From an optimization exercise on the open Yosys and OpenROAD flow, aimed at a short achievable clock period and few clock cycles; shortcuts taken in it are not production practice.
Function was checked by simulation only, so behaviour that the tests miss may differ from the original.
No activity file was given, so power comes from the tool's default toggle rates.

==> flow/design.v <==
module alu_module (
    input [31:0] in_A, in_B,
    input [2:0] alu_sel,
    input variant_sel,
    output reg [31:0] alu_out
);
    wire [31:0] sum = variant_sel ? in_A - in_B : in_A + in_B;
    wire lt  = $signed(in_A) < $signed(in_B);
    wire ltu = in_A < in_B;
    wire [31:0] shl = in_A << in_B[4:0];
    wire [31:0] shr = $signed({variant_sel & in_A[31], in_A}) >>> in_B[4:0];
    always @(*) begin
        case (alu_sel)
        3'b000: alu_out = sum;
        3'b001:     alu_out = shl;
        3'b010:     alu_out = {31'd0, lt};
        3'b011:    alu_out = {31'd0, ltu};
        3'b100:     alu_out = in_A ^ in_B;
        3'b110:      alu_out = in_A | in_B;
        3'b111:     alu_out = in_A & in_B;
        default:      alu_out = shr;
        endcase
    end
endmodule
module branch_comp(
    input [31:0] rs1,
    input [31:0] rs2,
    input [2:0] branch_sel,
    output reg branch_taken
);
    wire eq  = rs1 == rs2;
    wire lt  = $signed(rs1) < $signed(rs2);
    wire ltu = rs1 < rs2;
    always @(*) begin
        case (branch_sel)
            3'b000:  branch_taken = eq;
            3'b001:  branch_taken = !eq;
            3'b100:  branch_taken = lt;
            3'b101:  branch_taken = !lt;
            3'b110: branch_taken = ltu;
            3'b111: branch_taken = !ltu;
            default:   branch_taken = 1'b0;
        endcase
    end
endmodule
module instruction_decoder(
    input [31:0] inst,
    output [4:0] rs1,
    output [4:0] rs2,
    output [4:0] rd,
    output uses_rs1,
    output uses_rs2,
    output reg_write,      
    output is_load,
    output is_store,
    output is_branch,
    output is_jal,
    output is_jalr,
    output a_pc,           
    output a_zero,         
    output b_imm,          
    output [2:0] alu_f3,
    output alu_alt,
    output [2:0] f3,
    output [31:0] alu_imm,
    output [31:0] tgt_imm  
);
    wire [4:0] op = inst[6:2];
    wire lui    = op == 5'b01101;
    wire auipc  = op == 5'b00101;
    wire jal    = op == 5'b11011;
    wire jalr   = op == 5'b11001;
    wire branch = op == 5'b11000;
    wire load   = op == 5'b00000;
    wire store  = op == 5'b01000;
    wire opimm  = op == 5'b00100;
    wire opreg  = op == 5'b01100;
    assign rs1 = inst[19:15];
    assign rs2 = inst[24:20];
    assign rd  = inst[11:7];
    assign f3  = inst[14:12];
    assign uses_rs1  = jalr | branch | load | store | opimm | opreg;
    assign uses_rs2  = branch | store | opreg;
    assign reg_write = lui | auipc | jal | jalr | load | opimm | opreg;
    assign is_load   = load;
    assign is_store  = store;
    assign is_branch = branch;
    assign is_jal    = jal;
    assign is_jalr   = jalr;
    assign a_pc      = auipc;
    assign a_zero    = lui;
    assign b_imm     = !opreg;
    assign alu_f3    = (opimm | opreg) ? inst[14:12] : 3'b000;
    assign alu_alt   = inst[30] & (opreg | (opimm & inst[14:12] == 3'b101));
    wire [31:0] imm_i = {{21{inst[31]}}, inst[30:20]};
    wire [31:0] imm_s = {{21{inst[31]}}, inst[30:25], inst[11:7]};
    wire [31:0] imm_u = {inst[31:12], 12'd0};
    wire [31:0] imm_b = {{20{inst[31]}}, inst[7], inst[30:25], inst[11:8], 1'b0};
    wire [31:0] imm_j = {{12{inst[31]}}, inst[19:12], inst[20], inst[30:21], 1'b0};
    assign alu_imm = (lui | auipc) ? imm_u : store ? imm_s : imm_i;
    assign tgt_imm = jal ? imm_j : jalr ? imm_i : imm_b;
endmodule
module reg_file (
    input clk,
    input we,
    input [4:0] ra1, ra2, wa,
    input [31:0] wd,
    output [31:0] rd1, rd2
);
    reg [31:0] registers [31:1];
    assign rd1 = ra1 == 5'd0 ? 32'h00000000 : registers[ra1];
    assign rd2 = ra2 == 5'd0 ? 32'h00000000 : registers[ra2];
    always @(posedge clk) begin
        if (we && wa != 5'd0)
            registers[wa] <= wd;
    end
endmodule
module mem_r_decoder(
    input [2:0] fnc,
    input [1:0] byte_offset,
    input [31:0] raw_data,
    output [31:0] data_out
);
    wire [15:0] half = byte_offset[1] ? raw_data[31:16] : raw_data[15:0];
    wire [7:0]  bsel = byte_offset[0] ? half[15:8] : half[7:0];
    wire sgn_b = !fnc[2] & bsel[7];
    wire sgn_h = !fnc[2] & half[15];
    assign data_out = fnc[1] ? raw_data :
                      fnc[0] ? {{16{sgn_h}}, half} :
                               {{24{sgn_b}}, bsel};
endmodule
module mem_wr_decoder(
    input [2:0] fnc,
    input [1:0] addr,
    input [31:0] wr_data,
    output reg [31:0] wr_dout,
    output reg [3:0] wr_mask
);
    always @(*) begin
        case (fnc[1:0])
        2'b00: begin
            wr_dout = {4{wr_data[7:0]}};
            wr_mask = 4'b0001 << addr;
        end
        2'b01: begin
            wr_dout = {2{wr_data[15:0]}};
            wr_mask = addr[1] ? 4'b1100 : 4'b0011;
        end
        default: begin
            wr_dout = wr_data;
            wr_mask = 4'b1111;
        end
        endcase
    end
endmodule
module hazard_control (
    input [4:0] rs1, rs2,
    input uses_rs1, uses_rs2,
    input [31:0] rf_rs1, rf_rs2,
    input ex_we, ex_ld,
    input [4:0] ex_rd,
    input [31:0] ex_val,
    input m1_we, m1_ld,
    input [4:0] m1_rd,
    input [31:0] m1_val,
    input m2_we,
    input [4:0] m2_rd,
    input [31:0] m2_val,
    output [31:0] rs1_val, rs2_val,
    output stall
);
    wire e1 = ex_we && rs1 == ex_rd;
    wire e2 = ex_we && rs2 == ex_rd;
    wire a1 = m1_we && rs1 == m1_rd;
    wire a2 = m1_we && rs2 == m1_rd;
    wire b1 = m2_we && rs1 == m2_rd;
    wire b2 = m2_we && rs2 == m2_rd;
    assign rs1_val = e1 ? ex_val : a1 ? m1_val : b1 ? m2_val : rf_rs1;
    assign rs2_val = e2 ? ex_val : a2 ? m1_val : b2 ? m2_val : rf_rs2;
    assign stall = (uses_rs1 && ((e1 && ex_ld) || (a1 && m1_ld))) ||
                   (uses_rs2 && ((e2 && ex_ld) || (a2 && m1_ld)));
endmodule
module if_module #(
    parameter ENTRIES = 4     
)(
    input clk,
    input rst,
    input hold,                  
    input redirect,              
    input [31:0] redirect_pc,
    input btb_we,                
    input [31:0] btb_wpc,
    input [31:0] btb_wtgt,
    output [31:0] pc,
    output pred_taken,           
    output [31:0] pred_tgt       
);
    reg [31:0] curr_pc;
    assign pc = curr_pc;
    reg [ENTRIES-1:0] valid;
    reg [29:0] tag [0:ENTRIES-1];
    reg [29:0] tgt [0:ENTRIES-1];
    reg [1:0] victim;
    reg hit;
    reg [29:0] hit_tgt;
    integer i;
    always @(*) begin
        hit = 1'b0;
        hit_tgt = 30'd0;
        for (i = 0; i < ENTRIES; i = i + 1) begin
            if (valid[i] && tag[i] == curr_pc[31:2]) begin
                hit = 1'b1;
                hit_tgt = hit_tgt | tgt[i];
            end
        end
    end
    assign pred_taken = hit;
    assign pred_tgt = {hit_tgt, 2'b00};
    always @(posedge clk) begin
        if (rst)
            curr_pc <= 32'h40000000;
        else if (redirect)
            curr_pc <= redirect_pc;
        else if (!hold)
            curr_pc <= hit ? {hit_tgt, 2'b00} : curr_pc + 32'd4;
    end
    always @(posedge clk) begin
        if (rst) begin
            valid <= 0;
            victim <= 0;
        end else if (btb_we) begin
            valid[victim] <= 1'b1;
            victim <= victim + 1'b1;
        end
    end
    always @(posedge clk) begin
        if (btb_we) begin
            tag[victim] <= btb_wpc[31:2];
            tgt[victim] <= btb_wtgt[31:2];
        end
    end
endmodule
module dex_module(
    input [31:0] pc,
    input [31:0] pc4,
    input [31:0] rs1_val,
    input [31:0] rs2_val,
    input [31:0] alu_imm,
    input [31:0] tgt_imm,
    input a_pc, a_zero, b_imm,
    input [2:0] alu_f3,
    input alu_alt,
    input [2:0] f3,
    input is_branch, is_jal, is_jalr,
    input pred_taken,
    input [31:0] pred_tgt,
    output [31:0] result,       
    output [31:0] addr,         
    output mispredict,          
    output [31:0] next_pc,      
    output learn                
);
    wire [31:0] alu_a = a_pc ? pc : a_zero ? 32'd0 : rs1_val;
    wire [31:0] alu_b = b_imm ? alu_imm : rs2_val;
    wire [31:0] alu_out;
    alu_module alu (
        .in_A(alu_a),
        .in_B(alu_b),
        .alu_sel(alu_f3),
        .variant_sel(alu_alt),
        .alu_out(alu_out)
    );
    assign result = (is_jal || is_jalr) ? pc4 : alu_out;
    assign addr = rs1_val + alu_imm;
    wire cond;
    branch_comp bc (
        .rs1(rs1_val),
        .rs2(rs2_val),
        .branch_sel(f3),
        .branch_taken(cond)
    );
    wire [31:0] tgt_sum = (is_jalr ? rs1_val : pc) + tgt_imm;
    wire [31:0] tgt = {tgt_sum[31:1], 1'b0};
    wire taken = (is_branch && cond) || is_jal || is_jalr;
    wire tgt_ok = tgt[31:2] == pred_tgt[31:2];
    assign mispredict = taken ? !(pred_taken && tgt_ok) : pred_taken;
    assign next_pc = taken ? tgt : pc4;
    assign learn = is_branch && cond && !(pred_taken && tgt_ok);
endmodule
module ma_module(
    input clk,
    input rst,
    input st_en,
    input [2:0] f3,
    input [31:0] addr,
    input [31:0] st_data,
    input [31:0] pc,
    output reg [31:0] mem_addr,
    output reg mem_wr_en,
    output reg [3:0] mem_wr_mask,
    output reg [31:0] mem_wr_data,
    output reg [31:0] mem_pc,
    input [2:0] ld_f3,
    input [1:0] ld_off,
    input [31:0] mem_rd_data,
    output [31:0] ld_data
);
    wire [31:0] wr_dout;
    wire [3:0] wr_mask;
    mem_wr_decoder wr_fmt (
        .fnc(f3),
        .addr(addr[1:0]),
        .wr_data(st_data),
        .wr_dout(wr_dout),
        .wr_mask(wr_mask)
    );
    always @(posedge clk) begin
        if (rst)
            mem_wr_en <= 1'b0;
        else
            mem_wr_en <= st_en;
        mem_addr <= {addr[31:2], 2'b00};
        mem_wr_mask <= wr_mask;
        mem_wr_data <= wr_dout;
        mem_pc <= pc;
    end
    mem_r_decoder rd_fmt (
        .fnc(ld_f3),
        .byte_offset(ld_off),
        .raw_data(mem_rd_data),
        .data_out(ld_data)
    );
endmodule
module CPU_pipelined_module (
    input clk,
    input rst,
    output [31:0] pc,
    input [31:0] imem_data,
    output [31:0] data_pc,
    output data_wr_en,
    output [31:0] data_addr,
    output [3:0] data_wr_mask,
    output [31:0] data_wr_data,
    input [31:0] data_rd_data
);
    wire stall;          
    wire redirect;       
    wire [31:0] redirect_pc;
    wire learn;
    wire pred_taken;
    wire [31:0] pred_tgt;
    reg        e_valid;
    reg [31:0] e_pc, e_pc4;
    if_module ifetch (
        .clk(clk),
        .rst(rst),
        .hold(stall),
        .redirect(redirect),
        .redirect_pc(redirect_pc),
        .btb_we(learn),
        .btb_wpc(e_pc),
        .btb_wtgt(redirect_pc),
        .pc(pc),
        .pred_taken(pred_taken),
        .pred_tgt(pred_tgt)
    );
    reg        d_valid;
    reg [31:0] d_pc;
    reg        d_pred;
    reg [31:0] d_ptgt;
    reg        stall_q;
    reg [31:0] held_ir;
    wire [31:0] ir = stall_q ? held_ir : imem_data;
    wire [4:0] rs1, rs2, rd;
    wire uses_rs1, uses_rs2, reg_write, is_load, is_store, is_branch, is_jal, is_jalr;
    wire a_pc, a_zero, b_imm, alu_alt;
    wire [2:0] alu_f3, f3;
    wire [31:0] alu_imm, tgt_imm;
    instruction_decoder dec (
        .inst(ir),
        .rs1(rs1), .rs2(rs2), .rd(rd),
        .uses_rs1(uses_rs1), .uses_rs2(uses_rs2),
        .reg_write(reg_write),
        .is_load(is_load), .is_store(is_store), .is_branch(is_branch),
        .is_jal(is_jal), .is_jalr(is_jalr),
        .a_pc(a_pc), .a_zero(a_zero), .b_imm(b_imm),
        .alu_f3(alu_f3), .alu_alt(alu_alt), .f3(f3),
        .alu_imm(alu_imm), .tgt_imm(tgt_imm)
    );
    reg        m2_we, m2_ld;
    reg [4:0]  m2_rd;
    reg [31:0] m2_res;
    reg [2:0]  m2_f3;
    reg [1:0]  m2_off;
    wire [31:0] ld_data;
    wire [31:0] wb_val = m2_ld ? ld_data : m2_res;
    wire [31:0] rf_rs1, rf_rs2;
    reg_file rf (
        .clk(clk),
        .we(m2_we),
        .ra1(rs1), .ra2(rs2), .wa(m2_rd),
        .wd(wb_val),
        .rd1(rf_rs1), .rd2(rf_rs2)
    );
    reg [31:0] e_rs1v, e_rs2v, e_aimm, e_timm, e_ptgt;
    reg [4:0]  e_rd;
    reg        e_we, e_ld, e_st, e_br, e_jal, e_jalr, e_apc, e_azero, e_bimm, e_alt, e_pred;
    reg [2:0]  e_aluf3, e_f3;
    wire [31:0] ex_result;
    reg        m1_we, m1_ld;
    reg [4:0]  m1_rd;
    reg [31:0] m1_res;
    reg [2:0]  m1_f3;
    reg [1:0]  m1_off;
    wire [31:0] rs1_val, rs2_val;
    wire haz;
    hazard_control haz_ctrl (
        .rs1(rs1), .rs2(rs2),
        .uses_rs1(uses_rs1), .uses_rs2(uses_rs2),
        .rf_rs1(rf_rs1), .rf_rs2(rf_rs2),
        .ex_we(e_we), .ex_ld(e_ld), .ex_rd(e_rd), .ex_val(ex_result),
        .m1_we(m1_we), .m1_ld(m1_ld), .m1_rd(m1_rd), .m1_val(m1_res),
        .m2_we(m2_we), .m2_rd(m2_rd), .m2_val(wb_val),
        .rs1_val(rs1_val), .rs2_val(rs2_val),
        .stall(haz)
    );
    assign stall = d_valid && haz;
    wire go = d_valid && !stall && !redirect;    
    always @(posedge clk) begin
        held_ir <= ir;
        if (rst) begin
            d_valid <= 1'b0;
            stall_q <= 1'b0;
        end else if (redirect) begin
            d_valid <= 1'b0;
            stall_q <= 1'b0;
        end else if (stall) begin
            stall_q <= 1'b1;
        end else begin
            d_valid <= 1'b1;
            stall_q <= 1'b0;
        end
        if (!stall) begin
            d_pc <= pc;
            d_pred <= pred_taken;
            d_ptgt <= pred_tgt;
        end
    end
    always @(posedge clk) begin
        if (rst) begin
            e_valid <= 1'b0;
            e_we <= 1'b0;
            e_ld <= 1'b0;
            e_st <= 1'b0;
            e_br <= 1'b0;
            e_jal <= 1'b0;
            e_jalr <= 1'b0;
            e_pred <= 1'b0;
        end else begin
            e_valid <= go;
            e_we <= go && reg_write && rd != 5'd0;
            e_ld <= go && is_load;
            e_st <= go && is_store;
            e_br <= go && is_branch;
            e_jal <= go && is_jal;
            e_jalr <= go && is_jalr;
            e_pred <= go && d_pred;
        end
        e_pc <= d_pc;
        e_pc4 <= d_pc + 32'd4;
        e_rs1v <= rs1_val;
        e_rs2v <= rs2_val;
        e_aimm <= alu_imm;
        e_timm <= tgt_imm;
        e_ptgt <= d_ptgt;
        e_rd <= rd;
        e_apc <= a_pc;
        e_azero <= a_zero;
        e_bimm <= b_imm;
        e_aluf3 <= alu_f3;
        e_alt <= alu_alt;
        e_f3 <= f3;
    end
    wire [31:0] ex_addr;
    wire mispredict;
    dex_module dex (
        .pc(e_pc), .pc4(e_pc4),
        .rs1_val(e_rs1v), .rs2_val(e_rs2v),
        .alu_imm(e_aimm), .tgt_imm(e_timm),
        .a_pc(e_apc), .a_zero(e_azero), .b_imm(e_bimm),
        .alu_f3(e_aluf3), .alu_alt(e_alt), .f3(e_f3),
        .is_branch(e_br), .is_jal(e_jal), .is_jalr(e_jalr),
        .pred_taken(e_pred), .pred_tgt(e_ptgt),
        .result(ex_result),
        .addr(ex_addr),
        .mispredict(mispredict),
        .next_pc(redirect_pc),
        .learn(learn)
    );
    assign redirect = e_valid && mispredict;
    ma_module ma (
        .clk(clk),
        .rst(rst),
        .st_en(e_st),
        .f3(e_f3),
        .addr(ex_addr),
        .st_data(e_rs2v),
        .pc(e_pc),
        .mem_addr(data_addr),
        .mem_wr_en(data_wr_en),
        .mem_wr_mask(data_wr_mask),
        .mem_wr_data(data_wr_data),
        .mem_pc(data_pc),
        .ld_f3(m2_f3),
        .ld_off(m2_off),
        .mem_rd_data(data_rd_data),
        .ld_data(ld_data)
    );
    always @(posedge clk) begin
        if (rst) begin
            m1_we <= 1'b0;
            m1_ld <= 1'b0;
            m2_we <= 1'b0;
            m2_ld <= 1'b0;
        end else begin
            m1_we <= e_we;
            m1_ld <= e_ld;
            m2_we <= m1_we;
            m2_ld <= m1_ld;
        end
        m1_rd <= e_rd;
        m1_res <= ex_result;
        m1_f3 <= e_f3;
        m1_off <= ex_addr[1:0];
        m2_rd <= m1_rd;
        m2_res <= m1_res;
        m2_f3 <= m1_f3;
        m2_off <= m1_off;
    end
endmodule
==> flow/run.sh <==
#!/bin/bash
# synth_recipe.tcl (not shown) runs the flow's synth.tcl, then flattens the netlist and writes it again
# the make line also repeats each setting of config.mk as NAME=value (left out here)
make -C /OpenROAD-flow-scripts/flow DESIGN_CONFIG=/design/flow/config.mk WORK_HOME=/design/flow/orfs CLKGATE_MAP_FILE= SYNTH_SCRIPT=/design/flow/synth_recipe.tcl finish
==> flow/config.mk <==
export PLATFORM = sky130hd
export DESIGN_NAME = CPU_pipelined_module
export DESIGN_NICKNAME = CPU_pipelined_module
export VERILOG_FILES = /design/flow/design.v
export SDC_FILE = /design/flow/constraint.sdc
export NUM_CORES = 4
export LEC_CHECK = 0
export ABC_CLOCK_PERIOD_IN_PS = 3500
export CAP_MARGIN = 20
export CORE_MARGIN = 2
export CORE_UTILIZATION = 40
export SETUP_SLACK_MARGIN = 5
export SLEW_MARGIN = 20
==> flow/constraint.sdc <==
create_clock -name core_clock -period 13.5 [get_ports {clk}]
set_input_delay 2.7000 -clock core_clock [delete_from_list [all_inputs] [get_ports {clk}]]
set_output_delay 2.7000 -clock core_clock [all_outputs]
set_load 0.01 [all_outputs]
==> results.yml, run 1 <==
cells_and_area:
  final_cell_area_sq_um: 103000
  nets: 9575
  num-fill-cells: 21200
  share_of_final_layout_standard_cells_stronger_than_drive_strength_1: 0.0772
  area_delta_synth_final_pct: 12.3
global_routing:
  grt_start_max_net_pins: 156
  grt_remaining_overflow: 0
  grt_antenna_before_repair: 22
  grt.total_usage: 0.306
  number_of_global_route_vias_before_repair: 72600
  global_route_wire_length_before_repair_microns: 519000
critical_path:
  data_arrival_at_the_endpoint_of_the_critical_path_ns: 7.84
  worst_setup_path_start_kind: "input pin"
  regToRegSetupSlack_ns: 7.02
  timing.rr.start: "e_bimm"
  critical_path.endpoint_type: "register"
  critical_path.max_fanout: 119
  worst-setup-path-type: "input pin to register"
  timing.reg2reg.worst_path_depth: 15
  cp.required_ns: 14.18
  timing.rr.end: "e_rs2v[29]"
route:
  antenna_left: 0
  drt-vias-per-instance: 6.25
  detail_route.drc_violations: 0
  dr_total_vias: 78000
  detail_route.iter0.violations: 10200
  detailedRoute.firstPassIterationCount: 7
  postRouteWirelength_microns: 366000
  route.detailed.wl_per_inst_microns: 29.3
clocking:
  numClockSinks: 1768
  clk_path_buf_depth: 3
  cts_hold_buf: 0
  clock_latency_ns: 0.87
  tritoncts: "built"
  clock_tree.htree_level_count: 4
  cts_made_buffers: 188
  clock_tree_root_buffer_cell: "sky130_fd_sc_hd__clkbuf_16"
  cts.clk_slew.worst_paths_ns: 0.06
  cts_resized: 0
  number_of_buffers_inserted_by_post_cts_setup_repair: 0
yosys:
  netlist-cell-type-count: 95
  dominantRegCellSynth: "sky130_fd_sc_hd__edfxtp_1"
  cell_count_after_synthesis: 9465
  postSynth.asyncResetShare: 0
  post_synth.cell_area_avg_sq_um: 9.66
  ys_seq_area_frac: 0.529
  yosys_register_bits: 1768
  synth_edf_count: 1295
  syn-cell-area_sq_um: 91500
  synth-warning-count: 7
power:
  internal_power_uw: 10100
  switchingPower_uw: 4270
  power.leakage_uw: 0.0379
  relative_contribution_of_combinational_cells_to_total_power: 0.181
  power.share.switching: 0.297
  powerDensity_nw_per_um2: 140
  power_frac_seq: 0.454
  clkPwrFrac: 0.364
  max_rail_drop_vdd_mv: 0.140
placed_design:
  detailed_place_hpwl_microns: 237000
  port_buffer_count: 194
  gp_routability_congestion: 0.996
  detailed_place.area_sq_um: 96400
worst_hold_path:
  hold_class: "register to register"
  min_delay_path_depth: 0
  hold_sp: "m1_f3[0]"
  hold-path-endpoint: "m2_f3[0]"
die:
  die_area_sq_um: 233000
  core_area_sq_um: 227000
  chipWidth_microns: 482
  rows: 175
  start_util: 0.402
  die_height_microns: 482
  pin_count: 199
timing:
  final-hold-violation-count: 0
  finalClockSkew_ns: 0.0401
  final.hold.worst_slack_ns: 0.327
  slew_viol_final: 0
  timing.final.crit_share: 0.530
  report.final.setup_viol: 0
  measured_slew_at_the_worst_slew_check_pin_ns: 1.30
  setup-tns-final_ns: 0
  maxClockFrequency_mhz: 140
  timing.max_slew.rel_slack: 0.126
  unrepaired_setup_endpoints_after_global_routing: "false"
  final.min_clock_period_ns: 7.16
outcome:
  outcome: "complete, no violations"
run:
  cap_violations: 0
layer usage:
| metal | global-route usage | vias to the layer above | part of all wire |
|---|---|---|---|
| met4 | 0.179 | 16 | 0.069 |
| li1 | - | 34100 | - |
| met3 | 0.0696 | 1025 | 0.10 |
| met5 | 0 | - | 0.00028 |
| met2 | 0.483 | 4805 | 0.46 |
| met1 | 0.383 | 38000 | 0.37 |
final cells by class:
class                      count  area [sq um]  area share
timing repair buffer         378          3510      0.0341
multi-input combinational   6705         39800       0.387
antenna                        8          20.0    0.000195
clock buffer                 254          5330      0.0518
sequential                  1768         48400       0.471
tap                         3009          3760      0.0366
inverter                     266          1030      0.0100
clock inverter                96           933     0.00909
flip-flops by register name, summed over array words and instances (netlist names), 17 cells and up:
register        count
d_ptgt             30
m2_res             32
ifetch.tag        120
ma.mem_wr_data     32
e_timm             20
ifetch.tgt        120
e_rs2v             32
d_pc               32
e_rs1v             32
rf.registers      992
ifetch.curr_pc     32
e_pc4              32
e_pc               30
m1_res             32
e_ptgt             30
ma.mem_addr        30
ma.mem_pc          32
e_aimm             32
held_ir            17
kinds of logic after synthesis:
group | Yosys count | share of synthesized area
and+or+nand+nor | 4043 | 0.193
AOI/OAI and AO/OA | 1896 | 0.142
DFF | 1768 | 0.529
buffers and inverters | 993 | 0.0419
xor gates and xnor gates | 282 | 0.0281
muxes | 280 | 0.0388
adders and majority gates | 202 | 0.0280
other | 1 | 0.0000410
critical path, cell delays in order:
cell,delay (ns)
sky130_fd_sc_hd__clkdlybuf4s50_1,0.49
sky130_fd_sc_hd__mux2i_4,0.20
sky130_fd_sc_hd__buf_12,0.31
sky130_fd_sc_hd__buf_4,0.63
sky130_fd_sc_hd__buf_12,0.45
sky130_fd_sc_hd__xnor2_1,0.13
sky130_fd_sc_hd__nand4b_1,0.26
sky130_fd_sc_hd__a211oi_1,0.45
sky130_fd_sc_hd__o21a_1,0.19
sky130_fd_sc_hd__buf_4,0.44
sky130_fd_sc_hd__inv_2,0.47
sky130_fd_sc_hd__buf_4,0.46
sky130_fd_sc_hd__o21ai_0,0.21
sky130_fd_sc_hd__a41oi_1,0.13
synthesized netlist by cell type (56+ instances only):
library cell	number	area [sq um]
sky130_fd_sc_hd__a311oi_1	271	2370
sky130_fd_sc_hd__nor2_1	357	1340
sky130_fd_sc_hd__inv_1	253	950
sky130_fd_sc_hd__and3_1	172	1080
sky130_fd_sc_hd__buf_1	100	375
sky130_fd_sc_hd__mux2i_1	147	1470
sky130_fd_sc_hd__nor3_1	89	445
sky130_fd_sc_hd__a2111oi_0	64	561
sky130_fd_sc_hd__o21ai_0	401	2010
sky130_fd_sc_hd__buf_2	56	280
sky130_fd_sc_hd__a22oi_1	89	668
sky130_fd_sc_hd__a31oi_1	120	751
sky130_fd_sc_hd__edfxtp_1	1295	38900
sky130_fd_sc_hd__dfxtp_1	473	9470
sky130_fd_sc_hd__mux2_2	79	890
sky130_fd_sc_hd__xnor2_1	182	1590
sky130_fd_sc_hd__o211ai_1	92	691
sky130_fd_sc_hd__nand3_1	874	4370
sky130_fd_sc_hd__nor2b_1	66	413
sky130_fd_sc_hd__ha_1	198	2480
sky130_fd_sc_hd__xor2_1	93	815
sky130_fd_sc_hd__o221ai_1	78	683
sky130_fd_sc_hd__a211oi_1	66	495
sky130_fd_sc_hd__a21oi_1	375	1880
sky130_fd_sc_hd__clkbuf_1	564	2120
sky130_fd_sc_hd__nand2_1	2267	8510
worst max path at each step:
stage                  startpoint            endpoint  cells after the start
finish              imem_data[20]  ifetch.curr_pc[30]                     14
global route        imem_data[20]  ifetch.curr_pc[30]                     14
CTS                 imem_data[20]  ifetch.curr_pc[30]                     14
detailed placement  imem_data[20]  ifetch.curr_pc[30]                     14
global placement    imem_data[20]  ifetch.curr_pc[30]                     14
floorplan           imem_data[19]  ifetch.curr_pc[18]                     12
cells in the final DEF, fill, tap and decap left out, types with 93 or more instances in the layout:
cell | netlist | routed
sky130_fd_sc_hd__a311oi_1 | 271 | 271
sky130_fd_sc_hd__xor2_1 | 93 | 93
sky130_fd_sc_hd__xnor2_1 | 182 | 182
sky130_fd_sc_hd__inv_1 | 253 | 249
sky130_fd_sc_hd__nand3_1 | 874 | 867
sky130_fd_sc_hd__a21oi_1 | 375 | 375
sky130_fd_sc_hd__nor2_1 | 357 | 324
sky130_fd_sc_hd__mux2i_1 | 147 | 138
sky130_fd_sc_hd__nand2_1 | 2267 | 2267
sky130_fd_sc_hd__edfxtp_1 | 1295 | 1295
sky130_fd_sc_hd__dfxtp_1 | 473 | 468
sky130_fd_sc_hd__ha_1 | 198 | 198
sky130_fd_sc_hd__and3_1 | 172 | 172
sky130_fd_sc_hd__clkbuf_16 | 0 | 199
sky130_fd_sc_hd__o21ai_0 | 401 | 395
sky130_fd_sc_hd__clkdlybuf4s50_1 | 0 | 193
sky130_fd_sc_hd__a31oi_1 | 120 | 120
sky130_fd_sc_hd__buf_4 | 4 | 168
power by group through the flow:
stage          sequential [uW]  clock, uW  combinational, uW
4_1_cts                   6520       5290               2530
2_1_floorplan             6550          0               1440
3_3_place_gp              6630          0               2490
6_report                  6530       5230               2610
3_5_place_dp              6630          0               2520
5_1_grt                   6540       5510               2760
through the flow:
step                      total power, uW  setup WS [ns]  instances  utilization
after floorplan                      7990           6.79       9466            -
after global placement               9120           5.65      12100        0.424
after detailed placement             9160           5.55      12100        0.424
after CTS                           14300           6.44      12500        0.452
after global routing                14800           6.08      12500        0.452
final                               14400           6.34      12500        0.452
Testbench counts, summed over its fixed seeds: cycles 122,614.
==> inputs of run 2 (changes only) <==
==> flow/flow/run.sh (new file) <==
#!/bin/bash
set -euo pipefail
bash standard.sh SETUP_SLACK_MARGIN=9.5 finish > flow_make.log 2>&1
==> flow/standard.sh (new file) <==
#!/bin/bash
# synth_recipe.tcl (not shown) runs the flow's synth.tcl, then flattens the netlist and writes it again
# the make line also repeats each setting of config.mk as NAME=value (left out here)
make -C /OpenROAD-flow-scripts/flow DESIGN_CONFIG=/design/flow/config.mk WORK_HOME=/design/flow/orfs CLKGATE_MAP_FILE= SYNTH_SCRIPT=/design/flow/synth_recipe.tcl "${@:-finish}"
removed: flow/run.sh
==> results.yml, run 2 <==
die:
  die_height_microns: 482
  chipWidth_microns: 482
  die_area_sq_um: 233000
  core_area_sq_um: 227000
  pin_count: 199
  start_util: 0.402
  rows: 175
placed_design:
  detailed_place.area_sq_um: 97000
  placed_cells: 12100
  gp_routability_congestion: 1.01
  port_buffer_count: 194
  preCtsSetupSlack_ns: 5.52
  detailed_place_hpwl_microns: 235000
timing:
  measured_slew_at_the_worst_slew_check_pin_ns: 1.20
  unrepaired_setup_endpoints_after_global_routing: "true"
  slew_viol_final: 0
  finalClockSkew_ns: 0.0761
  maxClockFrequency_mhz: 209
  timing.max_slew.rel_slack: 0.190
  timing.final.crit_share: 0.355
  report.final.setup_viol: 0
  layout_setup_ws_ns: 8.71
  final-hold-violation-count: 0
  setup-tns-final_ns: 0
  final.min_clock_period_ns: 4.79
yosys:
  syn-cell-area_sq_um: 91500
  netlist-cell-type-count: 95
  top_area_cell_type_share_of_the_netlist_area: 0.425
  synth_top_area_cell: "sky130_fd_sc_hd__edfxtp_1"
  ys_seq_area_frac: 0.529
  dominantRegCellSynth: "sky130_fd_sc_hd__edfxtp_1"
  post_synth.cell_area_avg_sq_um: 9.66
  synth-warning-count: 7
  yosys_register_bits: 1768
  synthTopCellsByArea: "sky130_fd_sc_hd__edfxtp_1 (43%), sky130_fd_sc_hd__dfxtp_1 (10%), sky130_fd_sc_hd__nand2_1 (9.3%), sky130_fd_sc_hd__nand3_1 (4.8%), sky130_fd_sc_hd__ha_1 (2.7%)"
  cell_count_after_synthesis: 9465
  post-synth-top-count-cell: "sky130_fd_sc_hd__nand2_1"
  synth_edf_count: 1295
  postSynth.asyncResetShare: 0
  synthTopCellsByCount: "sky130_fd_sc_hd__nand2_1 (2267), sky130_fd_sc_hd__edfxtp_1 (1295), sky130_fd_sc_hd__nand3_1 (874)"
route:
  highest-signal-layer: "met5"
  route.detailed.wl_per_inst_microns: 35.8
  antenna_left: 0
  detail_route.drc_violations: 0
  total_length_of_routed_met3_wires_microns: 68400
  wirelength_met1_microns: 154000
  drt-vias-per-instance: 6.72
  postRouteWirelength_microns: 478000
  detail_route.iter0.violations: 15500
  dr_total_vias: 89700
  met2_length_microns: 201000
  detailedRoute.firstPassIterationCount: 9
critical_path:
  critical_path.endpoint_type: "register"
  regToRegSetupSlack_ns: 8.78
  worst_setup_path_start_kind: "input pin"
  data_arrival_at_the_endpoint_of_the_critical_path_ns: 5.51
  timing.rr.end: "ifetch.tgt[3][1]"
  critical-path-top-cell-by-count: "sky130_fd_sc_hd__buf_12"
  timing.reg2reg.worst_path_depth: 19
  timing.rr.start: "e_jalr"
  critical_path.max_fanout: 8
  cp.required_ns: 14.22
  crit_start: "imem_data[20]"
  path_cells: "buf_8, mux2i_4, buf_12, buf_12, clkinv_16, buf_12, buf_16, buf_12, buf_16, nand2_4, nand3_2, a311oi_2, a2111oi_2, a21oi_2, o221ai_2, o211ai_1, o21ai_1"
  critPathMaxStageDelay_ns: 0.43
  crit_path_top_delay_cell: "sky130_fd_sc_hd__a21oi_2"
  worst-setup-path-type: "input pin to register"
cells_and_area:
  share_of_final_layout_standard_cells_stronger_than_drive_strength_1: 0.290
  num-fill-cells: 18400
  area_delta_synth_final_pct: 37.1
  final_core_utilization: 0.552
  mostFrequentLayoutCell: "sky130_fd_sc_hd__nand2_1"
  largest_register_ffs: 992
  final_cell_area_sq_um: 125000
  instances_no_fill: 13300
  nets: 10400
  most_frequent_cells_in_the_layout: "sky130_fd_sc_hd__nand2_1 (2103), sky130_fd_sc_hd__edfxtp_1 (1295), sky130_fd_sc_hd__nand3_1 (790)"
  largest_registers: "rf.registers (992), ifetch.tag (120), ifetch.tgt (120)"
  register_with_the_highest_flop_count: "rf.registers"
worst_hold_path:
  hold_class: "register to register"
  hold-path-endpoint: "e_ptgt[23]"
  hold_sp: "d_ptgt[23]"
  min_delay_path_depth: 0
clocking:
  tritoncts: "built"
  clock_tree_root_buffer_cell: "sky130_fd_sc_hd__clkbuf_16"
  clk_path_buf_depth: 3
  numClockSinks: 1768
  clock_tree.htree_level_count: 4
  cts.clk_slew.worst_paths_ns: 0.06
  cts_hold_buf: 0
  clock_latency_ns: 0.92
  cts_made_buffers: 187
global_routing:
  grt_antenna_before_repair: 45
  grt_start_max_net_pins: 65
  grt_remaining_overflow: 0
  grt.total_usage: 0.393
  number_of_global_route_vias_before_repair: 83800
  global_route_wire_length_before_repair_microns: 644000
power:
  powerDensity_nw_per_um2: 125
  power.leakage_uw: 0.0470
  max_rail_drop_vdd_mv: 0.145
run:
  cap_violations: 0
outcome:
  outcome: "complete, no violations"
==> run 2: logic make-up after synthesis <==
group | count (synthesis) | share of synthesized area
multiplexers | 280 | 0.0388
other | 1 | 0.0000410
buffers and inverters | 993 | 0.0419
adder cells (fa/ha/maj) | 202 | 0.0280
XOR/XNOR | 282 | 0.0281
flip-flops | 1768 | 0.529
AO/OA/AOI/OAI | 1896 | 0.142
AND/OR/NAND/NOR | 4043 | 0.193
==> run 2: per-stage QoR <==
step                hold slack, ns  power (uW)
global placement             0.315        9150
CTS                          0.329       15200
floorplan                    0.310        8100
global route                 0.334       16000
finish                       0.324       15700
detailed placement           0.314        9180
==> run 2: cell type report <==
cell class	instances	area, sq um	area share
Tap cell	3009	3760	0.0300
Sequential cell	1768	48600	0.388
Inverter	266	1250	0.00998
Multi-Input combinational cell	6741	48200	0.385
Antenna cell	24	60.1	0.000479
Timing Repair Buffer	1165	16900	0.135
Clock inverter	86	1020	0.00815
Clock buffer	259	5220	0.0416
Timing Repair inverter	26	339	0.00270
==> run 2: per-layer routing <==
layer,up-vias,track usage
li1,36000,-
met1,42800,0.446
met2,8128,0.580
met3,2717,0.147
met4,32,0.343
met5,-,0.00858
==> run 2: worst max path at each step <==
stage / slack (ns) / cells past startpoint / to
CTS: 8.93 / 17 / e_rs2v[19]
global route: 8.70 / 17 / e_rs2v[5]
floorplan: 8.73 / 12 / ifetch.curr_pc[8]
finish: 8.71 / 17 / e_rs2v[4]
global placement: 5.63 / 16 / e_rs2v[23]
detailed placement: 5.52 / 16 / ifetch.curr_pc[17]
==> run 2: worst max-delay path: cells and delay by family <==
| family | cells | cell delay (ns) |
|---|---|---|
| buffers and inverters | 8 | 1.17 |
| AND/OR/NAND/NOR | 2 | 0.12 |
| multiplexers | 1 | 0.19 |
| AO/OA/AOI/OAI | 6 | 1.29 |
==> run 2: repair_timing <==
| item | CTS | global route |
|---|---|---|
| gates resized for setup | 2426 | 609 |
| cloned | 251 | 18 |
| endpoints found under the setup margin | 1689 | 1013 |
| setup buffers | 471 | 123 |
| pin swaps | 489 | 307 |
==> run 2: power breakdown <==
part | leakage, uW | total (uW) | switching [uW] | internal (uW)
Sequential | 0.0159 | 6560 | 220 | 6340
Combinational | 0.0281 | 3810 | 2420 | 1390
Clock | 0.00304 | 5310 | 2320 | 2990
Total | 0.0470 | 15700 | 4960 | 10700
==> inputs of run 3 (changes only) <==
--- a/flow/design.v
+++ b/flow/design.v
@@ -188,6 +188,8 @@
     input hold,                  
     input redirect,              
     input [31:0] redirect_pc,
+    input d_redirect,            
+    input [31:0] d_redirect_pc,
     input btb_we,                
     input [31:0] btb_wpc,
     input [31:0] btb_wtgt,
@@ -221,22 +223,36 @@
             curr_pc <= 32'h40000000;
         else if (redirect)
             curr_pc <= redirect_pc;
-        else if (!hold)
+        else if (hold)
+            curr_pc <= curr_pc;
+        else if (d_redirect)
+            curr_pc <= d_redirect_pc;
+        else
             curr_pc <= hit ? {hit_tgt, 2'b00} : curr_pc + 32'd4;
     end
+    reg        w_en;
+    reg [29:0] w_tag, w_tgt;
+    always @(posedge clk) begin
+        if (rst)
+            w_en <= 1'b0;
+        else
+            w_en <= btb_we;
+        w_tag <= btb_wpc[31:2];
+        w_tgt <= btb_wtgt[31:2];
+    end
     always @(posedge clk) begin
         if (rst) begin
             valid <= 0;
             victim <= 0;
-        end else if (btb_we) begin
+        end else if (w_en) begin
             valid[victim] <= 1'b1;
             victim <= victim + 1'b1;
         end
     end
     always @(posedge clk) begin
-        if (btb_we) begin
-            tag[victim] <= btb_wpc[31:2];
-            tgt[victim] <= btb_wtgt[31:2];
+        if (w_en) begin
+            tag[victim] <= w_tag;
+            tgt[victim] <= w_tgt;
         end
     end
 endmodule
@@ -247,13 +263,15 @@
     input [31:0] rs2_val,
     input [31:0] alu_imm,
     input [31:0] tgt_imm,
+    input [31:0] tgt,           
     input a_pc, a_zero, b_imm,
     input [2:0] alu_f3,
     input alu_alt,
     input [2:0] f3,
     input is_branch, is_jal, is_jalr,
-    input pred_taken,
-    input [31:0] pred_tgt,
+    input btb_hit,              
+    input [31:0] btb_tgt,
+    input d_jump,               
     output [31:0] result,       
     output [31:0] addr,         
     output mispredict,          
@@ -279,13 +297,17 @@
         .branch_sel(f3),
         .branch_taken(cond)
     );
-    wire [31:0] tgt_sum = (is_jalr ? rs1_val : pc) + tgt_imm;
-    wire [31:0] tgt = {tgt_sum[31:1], 1'b0};
-    wire taken = (is_branch && cond) || is_jal || is_jalr;
-    wire tgt_ok = tgt[31:2] == pred_tgt[31:2];
-    assign mispredict = taken ? !(pred_taken && tgt_ok) : pred_taken;
-    assign next_pc = taken ? tgt : pc4;
-    assign learn = is_branch && cond && !(pred_taken && tgt_ok);
+    wire [31:0] jalr_sum = rs1_val + tgt_imm;
+    wire btb_ok = tgt[31:2] == btb_tgt[31:2];
+    wire pred_ok = btb_hit ? btb_ok : d_jump;
+    wire pred_taken = btb_hit || d_jump;
+    assign mispredict = is_jalr ? 1'b1 :
+                        is_jal ? !pred_ok :
+                        is_branch ? (cond ? !pred_ok : pred_taken) :
+                        pred_taken;
+    assign next_pc = is_jalr ? {jalr_sum[31:1], 1'b0} :
+                     (is_jal || (is_branch && cond)) ? tgt : pc4;
+    assign learn = is_branch && cond && !(btb_hit && btb_ok);
 endmodule
 module ma_module(
     input clk,
@@ -346,17 +368,20 @@
     wire stall;          
     wire redirect;       
     wire [31:0] redirect_pc;
+    wire d_redirect;     
+    wire [31:0] d_tgt;
     wire learn;
     wire pred_taken;
     wire [31:0] pred_tgt;
-    reg        e_valid;
-    reg [31:0] e_pc, e_pc4;
+    reg [31:0] e_pc;
     if_module ifetch (
         .clk(clk),
         .rst(rst),
         .hold(stall),
         .redirect(redirect),
         .redirect_pc(redirect_pc),
+        .d_redirect(d_redirect),
+        .d_redirect_pc(d_tgt),
         .btb_we(learn),
         .btb_wpc(e_pc),
         .btb_wtgt(redirect_pc),
@@ -364,20 +389,24 @@
         .pred_taken(pred_taken),
         .pred_tgt(pred_tgt)
     );
+    reg        f2_valid;
+    reg [31:0] f2_pc;
+    reg        f2_pred;
+    reg [31:0] f2_ptgt;
+    reg        stall_q;
+    reg        s_valid;
+    reg [31:0] s_ir, s_pc, s_ptgt;
+    reg        s_pred;
     reg        d_valid;
-    reg [31:0] d_pc;
+    reg [31:0] d_ir, d_pc, d_ptgt;
     reg        d_pred;
-    reg [31:0] d_ptgt;
-    reg        stall_q;
-    reg [31:0] held_ir;
-    wire [31:0] ir = stall_q ? held_ir : imem_data;
     wire [4:0] rs1, rs2, rd;
     wire uses_rs1, uses_rs2, reg_write, is_load, is_store, is_branch, is_jal, is_jalr;
     wire a_pc, a_zero, b_imm, alu_alt;
     wire [2:0] alu_f3, f3;
     wire [31:0] alu_imm, tgt_imm;
     instruction_decoder dec (
-        .inst(ir),
+        .inst(d_ir),
         .rs1(rs1), .rs2(rs2), .rd(rd),
         .uses_rs1(uses_rs1), .uses_rs2(uses_rs2),
         .reg_write(reg_write),
@@ -402,9 +431,11 @@
         .wd(wb_val),
         .rd1(rf_rs1), .rd2(rf_rs2)
     );
-    reg [31:0] e_rs1v, e_rs2v, e_aimm, e_timm, e_ptgt;
+    reg        e_valid;
+    reg [31:0] e_pc4, e_rs1v, e_rs2v, e_aimm, e_timm, e_tgt, e_ptgt;
     reg [4:0]  e_rd;
-    reg        e_we, e_ld, e_st, e_br, e_jal, e_jalr, e_apc, e_azero, e_bimm, e_alt, e_pred;
+    reg        e_we, e_ld, e_st, e_br, e_jal, e_jalr, e_apc, e_azero, e_bimm, e_alt;
+    reg        e_btbhit, e_djump;
     reg [2:0]  e_aluf3, e_f3;
     wire [31:0] ex_result;
     reg        m1_we, m1_ld;
@@ -426,24 +457,43 @@
     );
     assign stall = d_valid && haz;
     wire go = d_valid && !stall && !redirect;    
+    wire d_jump = !d_pred && (is_jal || (is_branch && d_ir[31]));
+    assign d_tgt = d_pc + tgt_imm;
+    assign d_redirect = go && d_jump;
     always @(posedge clk) begin
-        held_ir <= ir;
+        f2_pc <= pc;
+        f2_pred <= pred_taken;
+        f2_ptgt <= pred_tgt;
         if (rst) begin
-            d_valid <= 1'b0;
+            f2_valid <= 1'b0;
             stall_q <= 1'b0;
-        end else if (redirect) begin
+            s_valid <= 1'b0;
             d_valid <= 1'b0;
+        end else if (redirect) begin
+            f2_valid <= 1'b0;
             stall_q <= 1'b0;
+            d_valid <= 1'b0;
         end else if (stall) begin
+            f2_valid <= 1'b1;
             stall_q <= 1'b1;
+            if (!stall_q)
+                s_valid <= f2_valid;
         end else begin
-            d_valid <= 1'b1;
+            f2_valid <= !d_redirect;
             stall_q <= 1'b0;
+            d_valid <= !d_redirect && (stall_q ? s_valid : f2_valid);
+        end
+        if (!stall_q) begin
+            s_ir <= imem_data;
+            s_pc <= f2_pc;
+            s_pred <= f2_pred;
+            s_ptgt <= f2_ptgt;
         end
         if (!stall) begin
-            d_pc <= pc;
-            d_pred <= pred_taken;
-            d_ptgt <= pred_tgt;
+            d_ir <= stall_q ? s_ir : imem_data;
+            d_pc <= stall_q ? s_pc : f2_pc;
+            d_pred <= stall_q ? s_pred : f2_pred;
+            d_ptgt <= stall_q ? s_ptgt : f2_ptgt;
         end
     end
     always @(posedge clk) begin
@@ -455,7 +505,8 @@
             e_br <= 1'b0;
             e_jal <= 1'b0;
             e_jalr <= 1'b0;
-            e_pred <= 1'b0;
+            e_btbhit <= 1'b0;
+            e_djump <= 1'b0;
         end else begin
             e_valid <= go;
             e_we <= go && reg_write && rd != 5'd0;
@@ -464,7 +515,8 @@
             e_br <= go && is_branch;
             e_jal <= go && is_jal;
             e_jalr <= go && is_jalr;
-            e_pred <= go && d_pred;
+            e_btbhit <= go && d_pred;
+            e_djump <= go && d_jump;
         end
         e_pc <= d_pc;
         e_pc4 <= d_pc + 32'd4;
@@ -472,6 +524,7 @@
         e_rs2v <= rs2_val;
         e_aimm <= alu_imm;
         e_timm <= tgt_imm;
+        e_tgt <= d_tgt;
         e_ptgt <= d_ptgt;
         e_rd <= rd;
         e_apc <= a_pc;
@@ -486,11 +539,11 @@
     dex_module dex (
         .pc(e_pc), .pc4(e_pc4),
         .rs1_val(e_rs1v), .rs2_val(e_rs2v),
-        .alu_imm(e_aimm), .tgt_imm(e_timm),
+        .alu_imm(e_aimm), .tgt_imm(e_timm), .tgt(e_tgt),
         .a_pc(e_apc), .a_zero(e_azero), .b_imm(e_bimm),
         .alu_f3(e_aluf3), .alu_alt(e_alt), .f3(e_f3),
         .is_branch(e_br), .is_jal(e_jal), .is_jalr(e_jalr),
-        .pred_taken(e_pred), .pred_tgt(e_ptgt),
+        .btb_hit(e_btbhit), .btb_tgt(e_ptgt), .d_jump(e_djump),
         .result(ex_result),
         .addr(ex_addr),
         .mispredict(mispredict),
--- a/flow/config.mk
+++ b/flow/config.mk
@@ -8,6 +8,6 @@
 export ABC_CLOCK_PERIOD_IN_PS = 3500
 export CAP_MARGIN = 20
 export CORE_MARGIN = 2
-export CORE_UTILIZATION = 40
+export CORE_UTILIZATION = 30
 export SETUP_SLACK_MARGIN = 5
 export SLEW_MARGIN = 20
==> results.yml, run 3 <==
route:
  antenna_left: 0
  detailedRoute.firstPassIterationCount: 8
  detail_route.drc_violations: 0
  detail_route.iter0.violations: 8399
  dr_total_vias: 68100
  drt-vias-per-instance: 5.64
  route.detailed.wl_per_inst_microns: 30.0
  postRouteWirelength_microns: 362000
yosys:
  synthTopCellsByCount: "sky130_fd_sc_hd__edfxtp_1 (1325), sky130_fd_sc_hd__dfxtp_1 (690), sky130_fd_sc_hd__mux4_2 (604)"
  post_synth.cell_area_avg_sq_um: 13.4
  cell_count_after_synthesis: 7190
  top_area_cell_type_share_of_the_netlist_area: 0.412
  dominantRegCellSynth: "sky130_fd_sc_hd__edfxtp_1"
  post-synth-top-count-cell: "sky130_fd_sc_hd__edfxtp_1"
  ys_seq_area_frac: 0.555
  netlist-cell-type-count: 101
  syn-cell-area_sq_um: 96500
  synth.area.mux_share: 0.187
  postSynth.asyncResetShare: 0
  synth_top_family_by_area: "multiplexers"
  yosys_register_bits: 2015
  synth-xor-area-share: 0.0291
  synth_top_area_cell: "sky130_fd_sc_hd__edfxtp_1"
  synth-warning-count: 7
  yosys.area_share.adder: 0.0311
  synthTopCellsByArea: "sky130_fd_sc_hd__edfxtp_1 (41%), sky130_fd_sc_hd__dfxtp_1 (14%), sky130_fd_sc_hd__mux4_2 (14%), sky130_fd_sc_hd__ha_1 (3.0%), sky130_fd_sc_hd__mux2i_1 (2.8%)"
  synth_edf_count: 1325
  synth_compound_area_frac: 0.0976
  synth_simple_gate_area_frac: 0.0700
timing:
  slew_viol_final: 0
  unrepaired_setup_endpoints_after_global_routing: "true"
  timing.max_slew.rel_slack: 0.172
  final.min_clock_period_ns: 4.17
  report.final.setup_viol: 0
  measured_slew_at_the_worst_slew_check_pin_ns: 1.23
  finalClockSkew_ns: 0.116
  maxClockFrequency_mhz: 240
  setup-tns-final_ns: 0
  timing.final.crit_share: 0.309
  final-hold-violation-count: 0
global_routing:
  grt_start_max_net_pins: 99
  grt_antenna_before_repair: 34
  grt_remaining_overflow: 0
  number_of_global_route_vias_before_repair: 66400
  grt.total_usage: 0.214
  global_route_wire_length_before_repair_microns: 500000
cells_and_area:
  most_frequent_cells_in_the_layout: "sky130_fd_sc_hd__edfxtp_1 (1325), sky130_fd_sc_hd__mux4_2 (604), sky130_fd_sc_hd__dfxtp_1 (537)"
  area_delta_synth_final_pct: 20.9
  instances_no_fill: 12100
  num-fill-cells: 30500
  mostFrequentLayoutCell: "sky130_fd_sc_hd__edfxtp_1"
  largest_register_ffs: 992
  seq_area_sq_um: 54000
  register_with_the_highest_flop_count: "rf.registers"
  largest_registers: "rf.registers (992), ifetch.tag (120), ifetch.tgt (120)"
  final_cell_area_sq_um: 117000
  multi_input_logic_area_sq_um: 42900
  nets: 7861
  share_of_final_layout_standard_cells_stronger_than_drive_strength_1: 0.285
critical_path:
  crit_path_top_delay_cell: "sky130_fd_sc_hd__fa_2"
  critical_path.max_fanout: 5
  critical-path-top-cell-by-count: "sky130_fd_sc_hd__buf_12"
  cp.required_ns: 14.28
  critical_path.endpoint_type: "register"
  cpLargestDelayFamily: "compound AO/OA/AOI/OAI gates"
  data_arrival_at_the_endpoint_of_the_critical_path_ns: 4.94
  path_cells: "buf_12, mux2i_4, buf_12, clkinv_8, buf_12, ha_4, fa_2, nor2_4, o211ai_1, nand3_2, a311o_1, buf_6, a211oi_4, o211a_1, or3_4, a211oi_2, and3b_2, o31ai_2"
  timing.critical_path.buf_inv: 5
  worst-setup-path-type: "register to register"
  worst_setup_path_start_kind: "register"
  critPathMaxStageDelay_ns: 0.42
clocking:
  clock_tree.htree_level_count: 4
  tritoncts: "built"
  clk_path_buf_depth: 4
  numClockSinks: 2015
  cts.clk_slew.worst_paths_ns: 0.06
  clock_tree_root_buffer_cell: "sky130_fd_sc_hd__clkbuf_16"
  cts_made_buffers: 210
  clock_latency_ns: 0.93
die:
  start_util: 0.301
  chipWidth_microns: 571
  core_area_sq_um: 321000
  pin_count: 199
  rows: 208
  die_area_sq_um: 326000
  die_height_microns: 571
placed_design:
  placed_cells: 11400
  port_buffer_count: 194
  detailed_place_hpwl_microns: 230000
  detailed_place.area_sq_um: 104000
  gp_routability_congestion: 1.00
power:
  max_rail_drop_vdd_mv: 0.115
  power.leakage_uw: 0.0414
  powerDensity_nw_per_um2: 140
worst_hold_path:
  hold_class: "register to register"
run:
  cap_violations: 0
outcome:
  outcome: "complete, no violations"
run 3: worst paths after layout:
check	depth (start not counted)	startpoint	endpoint	slack [ns]
worst min register to register	0	m1_f3[1]	m2_f3[1]	0.33
worst min-delay path	0	m1_f3[1]	m2_f3[1]	0.33
worst max register to register	18	e_bimm	m1_res[28]	9.33
worst max-delay path	18	e_bimm	m1_res[28]	9.33
run 3: cell families (layout without fill, tap and decap cells):
logic type / count (synthesis) / after routing
flip-flops: 2015 / 2015
other: 1 / 32
XOR/XNOR: 321 / 321
AO/OA/AOI/OAI: 1413 / 1436
AND/OR/NAND/NOR: 1453 / 1454
multiplexers: 1024 / 1024
buffers and inverters: 726 / 1241
adder cells (fa/ha/maj): 237 / 237
run 3: area by class of cell:
type | instances | area share
Antenna cell | 30 | 0.000644
Clock buffer | 273 | 0.0499
Clock inverter | 111 | 0.0102
Inverter | 235 | 0.00808
Multi-Input combinational cell | 4474 | 0.367
Sequential cell | 2015 | 0.463
Tap cell | 4305 | 0.0462
Timing Repair Buffer | 619 | 0.0544
Timing Repair inverter | 3 | 0.000204
run 3: timing repair:
action,in CTS,in global routing
gates resized for setup,1187,225
pin swaps,96,81
gates cloned,42,2
setup buffers,193,57
endpoints found under the setup margin,1145,357
hold buffers,0,0
run 3: worst reg2reg max path: stages, from the launching register on:
cell and delay, ns:
sky130_fd_sc_hd__dfxtp_4 0.40, sky130_fd_sc_hd__buf_12 0.13, sky130_fd_sc_hd__mux2i_4 0.30, sky130_fd_sc_hd__buf_12 0.17
sky130_fd_sc_hd__clkinv_8 0.06, sky130_fd_sc_hd__buf_12 0.13, sky130_fd_sc_hd__ha_4 0.17, sky130_fd_sc_hd__fa_2 0.42
sky130_fd_sc_hd__nor2_4 0.14, sky130_fd_sc_hd__o211ai_1 0.16, sky130_fd_sc_hd__nand3_2 0.16, sky130_fd_sc_hd__a311o_1 0.23
sky130_fd_sc_hd__buf_6 0.14, sky130_fd_sc_hd__a211oi_4 0.08, sky130_fd_sc_hd__o211a_1 0.28, sky130_fd_sc_hd__or3_4 0.39
sky130_fd_sc_hd__a211oi_2 0.18, sky130_fd_sc_hd__and3b_2 0.33, sky130_fd_sc_hd__o31ai_2 0.23
run 3: per-layer routing:
layer / wire length, microns / part of all wire / vias to the layer above / GRT usage
li1: - / - / 28600 / -
met1: 133000 / 0.37 / 34700 / 0.261
met2: 168000 / 0.47 / 3883 / 0.343
met3: 34100 / 0.094 / 941 / 0.0454
met4: 26700 / 0.074 / 10 / 0.140
met5: 54 / 0.00015 / - / 0
run 3: per-stage QoR:
step	setup slack (ns)	util	power, uW	hold WS (ns)
after floorplan	8.77	-	8890	0.310
after global placement	7.56	0.324	9980	0.317
after detailed placement	7.55	0.324	10000	0.314
after CTS	9.30	0.359	16300	0.322
after global routing	9.28	0.364	16900	0.339
final	9.33	0.364	16400	0.330
run 3: where the power goes:
group / leakage, uW / internal [uW] / switching (uW) / total, uW
logic: 0.0200 / 1120 / 1950 / 3070
clock network: 0.00344 / 3430 / 2510 / 5950
registers: 0.0180 / 7100 / 260 / 7360
Testbench counts of run 3, summed over its fixed seeds: cycles 127,278.
==> inputs of run 4 (changes only) <==
--- a/flow/design.v
+++ b/flow/design.v
@@ -370,6 +370,8 @@
     wire [31:0] redirect_pc;
     wire d_redirect;     
     wire [31:0] d_tgt;
+    wire f2_redirect;    
+    wire [31:0] f2_tgt;
     wire learn;
     wire pred_taken;
     wire [31:0] pred_tgt;
@@ -380,8 +382,8 @@
         .hold(stall),
         .redirect(redirect),
         .redirect_pc(redirect_pc),
-        .d_redirect(d_redirect),
-        .d_redirect_pc(d_tgt),
+        .d_redirect(d_redirect || f2_redirect),
+        .d_redirect_pc(d_redirect ? d_tgt : f2_tgt),
         .btb_we(learn),
         .btb_wpc(e_pc),
         .btb_wtgt(redirect_pc),
@@ -393,6 +395,8 @@
     reg [31:0] f2_pc;
     reg        f2_pred;
     reg [31:0] f2_ptgt;
+    reg [10:0] f2_hj, f2_hj_p, f2_hj_m;
+    reg [18:0] f2_hb, f2_hb_p, f2_hb_m;
     reg        stall_q;
     reg        s_valid;
     reg [31:0] s_ir, s_pc, s_ptgt;
@@ -400,6 +404,7 @@
     reg        d_valid;
     reg [31:0] d_ir, d_pc, d_ptgt;
     reg        d_pred;
+    reg        d_fj;         
     wire [4:0] rs1, rs2, rd;
     wire uses_rs1, uses_rs2, reg_write, is_load, is_store, is_branch, is_jal, is_jalr;
     wire a_pc, a_zero, b_imm, alu_alt;
@@ -457,11 +462,27 @@
     );
     assign stall = d_valid && haz;
     wire go = d_valid && !stall && !redirect;    
-    wire d_jump = !d_pred && (is_jal || (is_branch && d_ir[31]));
+    wire d_jump = !d_pred && !d_fj && (is_jal || (is_branch && d_ir[31]));
     assign d_tgt = d_pc + tgt_imm;
     assign d_redirect = go && d_jump;
+    wire [31:0] fi = imem_data;
+    wire f2_jal = fi[6:0] == 7'b1101111;
+    wire f2_bb  = fi[6:0] == 7'b1100011 && fi[31];
+    wire [21:0] f2_lj = {1'b0, f2_pc[20:0]} + {1'b0, fi[31], fi[19:12], fi[20], fi[30:21], 1'b0};
+    wire [13:0] f2_lb = {1'b0, f2_pc[12:0]} + {1'b0, fi[31], fi[7], fi[30:25], fi[11:8], 1'b0};
+    wire [10:0] f2_uj = (f2_lj[21] == fi[31]) ? f2_hj : f2_lj[21] ? f2_hj_p : f2_hj_m;
+    wire [18:0] f2_ub = (f2_lb[13] == fi[31]) ? f2_hb : f2_lb[13] ? f2_hb_p : f2_hb_m;
+    wire f2_jump = !f2_pred && (f2_jal || f2_bb);
+    assign f2_tgt = f2_jal ? {f2_uj, f2_lj[20:0]} : {f2_ub, f2_lb[12:0]};
+    assign f2_redirect = f2_valid && !stall_q && !stall && !redirect && !d_redirect && f2_jump;
     always @(posedge clk) begin
         f2_pc <= pc;
+        f2_hj <= pc[31:21];
+        f2_hj_p <= pc[31:21] + 11'd1;
+        f2_hj_m <= pc[31:21] - 11'd1;
+        f2_hb <= pc[31:13];
+        f2_hb_p <= pc[31:13] + 19'd1;
+        f2_hb_m <= pc[31:13] - 19'd1;
         f2_pred <= pred_taken;
         f2_ptgt <= pred_tgt;
         if (rst) begin
@@ -479,7 +500,7 @@
             if (!stall_q)
                 s_valid <= f2_valid;
         end else begin
-            f2_valid <= !d_redirect;
+            f2_valid <= !d_redirect && !f2_redirect;
             stall_q <= 1'b0;
             d_valid <= !d_redirect && (stall_q ? s_valid : f2_valid);
         end
@@ -494,6 +515,7 @@
             d_pc <= stall_q ? s_pc : f2_pc;
             d_pred <= stall_q ? s_pred : f2_pred;
             d_ptgt <= stall_q ? s_ptgt : f2_ptgt;
+            d_fj <= f2_redirect;
         end
     end
     always @(posedge clk) begin
@@ -516,7 +538,7 @@
             e_jal <= go && is_jal;
             e_jalr <= go && is_jalr;
             e_btbhit <= go && d_pred;
-            e_djump <= go && d_jump;
+            e_djump <= go && (d_jump || d_fj);
         end
         e_pc <= d_pc;
         e_pc4 <= d_pc + 32'd4;
==> results.yml, run 4 <==
timing:
  slew_viol_final: 0
  final.min_clock_period_ns: 4.81
  timing.max_slew.rel_slack: 0.149
  finalClockSkew_ns: 0.0852
  maxClockFrequency_mhz: 208
  setup-tns-final_ns: 0
  report.final.setup_viol: 0
  measured_slew_at_the_worst_slew_check_pin_ns: 1.27
  final-hold-violation-count: 0
  layout_setup_ws_ns: 8.69
  timing.final.crit_share: 0.356
  unrepaired_setup_endpoints_after_global_routing: "true"
critical_path:
  worst-setup-path-type: "input pin to register"
  critical_path.endpoint_type: "register"
  crit_path_top_delay_cell: "sky130_fd_sc_hd__fa_2"
  timing.critical_path.buf_inv: 3
  critical_path.max_fanout: 6
  worst_setup_path_start_kind: "input pin"
  path_cells: "buf_8, ha_4, inv_2, fa_2, nand2b_4, a211oi_4, o311a_4, nor4_4, o21ai_2, nand2_4, buf_6, mux2i_1, mux2_4, o211ai_1, a21oi_1, o31ai_1"
  data_arrival_at_the_endpoint_of_the_critical_path_ns: 5.60
  cpLargestDelayFamily: "compound AO/OA/AOI/OAI gates"
  cp.required_ns: 14.29
  critPathMaxStageDelay_ns: 0.33
die:
  core_area_sq_um: 333000
  pin_count: 199
  start_util: 0.301
  rows: 212
  die_height_microns: 582
  chipWidth_microns: 582
  die_area_sq_um: 339000
yosys:
  cell_count_after_synthesis: 7748
  postSynth.asyncResetShare: 0
  synth-warning-count: 7
  synth_top_area_cell: "sky130_fd_sc_hd__edfxtp_1"
  syn-cell-area_sq_um: 100000
  synthTopCellsByCount: "sky130_fd_sc_hd__edfxtp_1 (1326), sky130_fd_sc_hd__dfxtp_1 (748), sky130_fd_sc_hd__nand2_1 (620)"
  dominantRegCellSynth: "sky130_fd_sc_hd__edfxtp_1"
  synth_edf_count: 1326
  yosys_register_bits: 2074
  synthTopCellsByArea: "sky130_fd_sc_hd__edfxtp_1 (40%), sky130_fd_sc_hd__dfxtp_1 (15%), sky130_fd_sc_hd__mux4_2 (13%), sky130_fd_sc_hd__ha_1 (3.3%), sky130_fd_sc_hd__mux2i_1 (2.9%)"
  netlist-cell-type-count: 87
  top_area_cell_type_share_of_the_netlist_area: 0.397
  post_synth.cell_area_avg_sq_um: 12.9
  ys_seq_area_frac: 0.547
  post-synth-top-count-cell: "sky130_fd_sc_hd__edfxtp_1"
placed_design:
  detailed_place.area_sq_um: 108000
  detailed_place_hpwl_microns: 259000
  preCtsSetupSlack_ns: 6.65
  gp_routability_congestion: 0.975
  port_buffer_count: 196
route:
  route.detailed.wl_per_inst_microns: 31.7
  detailedRoute.firstPassIterationCount: 7
  antenna_left: 0
  postRouteWirelength_microns: 406000
  dr_total_vias: 74300
  detail_route.iter0.violations: 9743
  detail_route.drc_violations: 0
  drt-vias-per-instance: 5.79
global_routing:
  number_of_global_route_vias_before_repair: 72600
  grt_start_max_net_pins: 111
  grt.total_usage: 0.231
  grt_antenna_before_repair: 31
  global_route_wire_length_before_repair_microns: 559000
  grt_remaining_overflow: 0
clocking:
  numClockSinks: 2074
  cts.clk_slew.worst_paths_ns: 0.06
  clock_tree_root_buffer_cell: "sky130_fd_sc_hd__clkbuf_16"
  tritoncts: "built"
  clk_path_buf_depth: 4
  cts_made_buffers: 220
  clock_latency_ns: 0.94
  cts_hold_buf: 0
  clock_tree.htree_level_count: 4
cells_and_area:
  mostFrequentLayoutCell: "sky130_fd_sc_hd__edfxtp_1"
  largest_register_ffs: 992
  share_of_final_layout_standard_cells_stronger_than_drive_strength_1: 0.296
  register_with_the_highest_flop_count: "rf.registers"
  most_frequent_cells_in_the_layout: "sky130_fd_sc_hd__edfxtp_1 (1326), sky130_fd_sc_hd__nand2_1 (600), sky130_fd_sc_hd__mux4_2 (596)"
  area_delta_synth_final_pct: 22.8
  final_cell_area_sq_um: 123000
  largest_registers: "rf.registers (992), ifetch.tag (120), ifetch.tgt (120)"
  nets: 8556
outcome:
  outcome: "complete, no violations"
power:
  max_rail_drop_vdd_mv: 0.106
  power.leakage_uw: 0.0442
  powerDensity_nw_per_um2: 140
worst_hold_path:
  hold_class: "register to register"
run:
  cap_violations: 0
run 4: changes by cell type after synthesis, sizes merged, moves of 30 or more:
| cell | delta |
|---|---|
| o21ai | +97 |
| clkbuf | +31 |
| a21oi | +72 |
| xnor2 | +30 |
| ha | +31 |
| nor2 | -32 |
| o211ai | +85 |
| dfxtp | +58 |
| nand2 | +202 |
| a21o | -32 |
| xor2 | +56 |
| nand3 | +32 |
run 4: what timing repair did:
action | in CTS | in global routing
pin swaps | 188 | 165
setup endpoints to repair | 1171 | 429
cloned | 39 | 8
hold endpoints to repair | 0 | 0
resized for setup | 1479 | 299
buffers inserted | 240 | 81
run 4: worst reg2reg max path: cells and delay by family, from the launching register on:
kind	cells	cell delay, ns
multiplexers	1	0.29
flip-flops	1	0.43
XOR/XNOR	1	0.26
adder cells (fa/ha/maj)	2	0.54
AO/OA/AOI/OAI	10	2.48
buffers and inverters	3	0.40
run 4: stage by stage:
stage | std cells | utilization | hold slack [ns] | total power [uW]
2_1_floorplan | 7749 | - | 0.310 | 9160
3_3_place_gp | 12000 | 0.325 | 0.316 | 10400
3_5_place_dp | 12000 | 0.325 | 0.315 | 10400
4_1_cts | 12700 | 0.363 | 0.332 | 17000
5_1_grt | 12800 | 0.369 | 0.340 | 17600
6_report | 12800 | 0.369 | 0.332 | 17200
run 4: final timing paths:
| check | depth (start not counted) | slack (ns) | startpoint | endpoint |
|---|---|---|---|---|
| hold reg to reg | 0 | 0.33 | m1_off[1] | m2_off[1] |
| hold / removal | 0 | 0.33 | m1_off[1] | m2_off[1] |
| setup reg to reg | 17 | 8.99 | e_bimm | e_rs2v[30] |
| setup / recovery | 16 | 8.69 | imem_data[21] | ifetch.curr_pc[31] |
run 4: final cells by class:
| class | count | area, sq um |
|---|---|---|
| clock inverters | 116 | 1240 |
| multi-input cells | 4956 | 46500 |
| fillers | 31300 | 210000 |
| repair inverters | 3 | 20.0 |
| clock buffers | 294 | 6220 |
| repair buffers | 725 | 7320 |
| inverters | 240 | 965 |
| well taps | 4387 | 5490 |
| diodes | 31 | 77.6 |
| flip-flops and latches | 2074 | 55200 |
run 4: power by group:
group | leakage (uW) | switching [uW] | internal, uW
logic | 0.0221 | 2090 | 1200
registers | 0.0184 | 294 | 7320
clock network | 0.00365 | 2640 | 3630
run 4: per-layer routing:
metal	vias up	GRT usage	routed length [microns]
li1	30700	-	-
met1	37800	0.284	150000
met2	4659	0.367	186000
met3	1116	0.0538	41200
met4	16	0.141	29900
met5	-	0	171
run 4: kinds of logic after synthesis:
kind of cell / Yosys count / share of synthesized area
fa+ha+maj: 270 / 0.0342
mux: 1018 / 0.178
other cells: 1 / 0.0000374
xor+xnor: 407 / 0.0356
simple gates: 1645 / 0.0745
compound gates: 1585 / 0.102
flops: 2074 / 0.547
buf+inv: 748 / 0.0289
Testbench counts of run 4, summed over its fixed seeds: cycles 124,762.

-- afterwards: timing with drivers on the ports --
The results above use ideal ports. As a check the final layouts listed here were re-extracted and re-timed, cells and wires unchanged.
Step 1: set_driving_cell puts a clkbuf_16 on clk and a buf_2 on each other input, an assumption about the parent block.
Step 2, shift: input delay + t, output delay - t, t = (earliest + latest rising clock arrival at the registers) / 2. This alone moves slack from input paths to output paths.
Slacks: ideal / step 1 / step 2; pairs: ideal / step 1.
run | shift t [ns] | setup slack, ns | worst hold slack (ns) | clock arrival spread, ns
run 1 | 0.936 | 6.344 / 6.410 / 5.474 | 0.327 / 0.327 / 0.327 | 0.045 / 0.045
run 2 | 0.974 | 8.708 / 8.763 / 7.789 | 0.324 / 0.324 / 0.324 | 0.081 / 0.080
run 3 | 0.972 | 9.332 / 9.238 / 8.451 | 0.330 / 0.330 / 0.330 | 0.129 / 0.129
run 4 | 0.991 | 8.694 / 8.728 / 7.737 | 0.332 / 0.332 / 0.332 | 0.087 / 0.087
After both steps setup and hold are still met in every run listed. For run 4, which loses most, drivers alone change the setup slack by +0.034 ns; drivers and shift together by -0.957 ns.
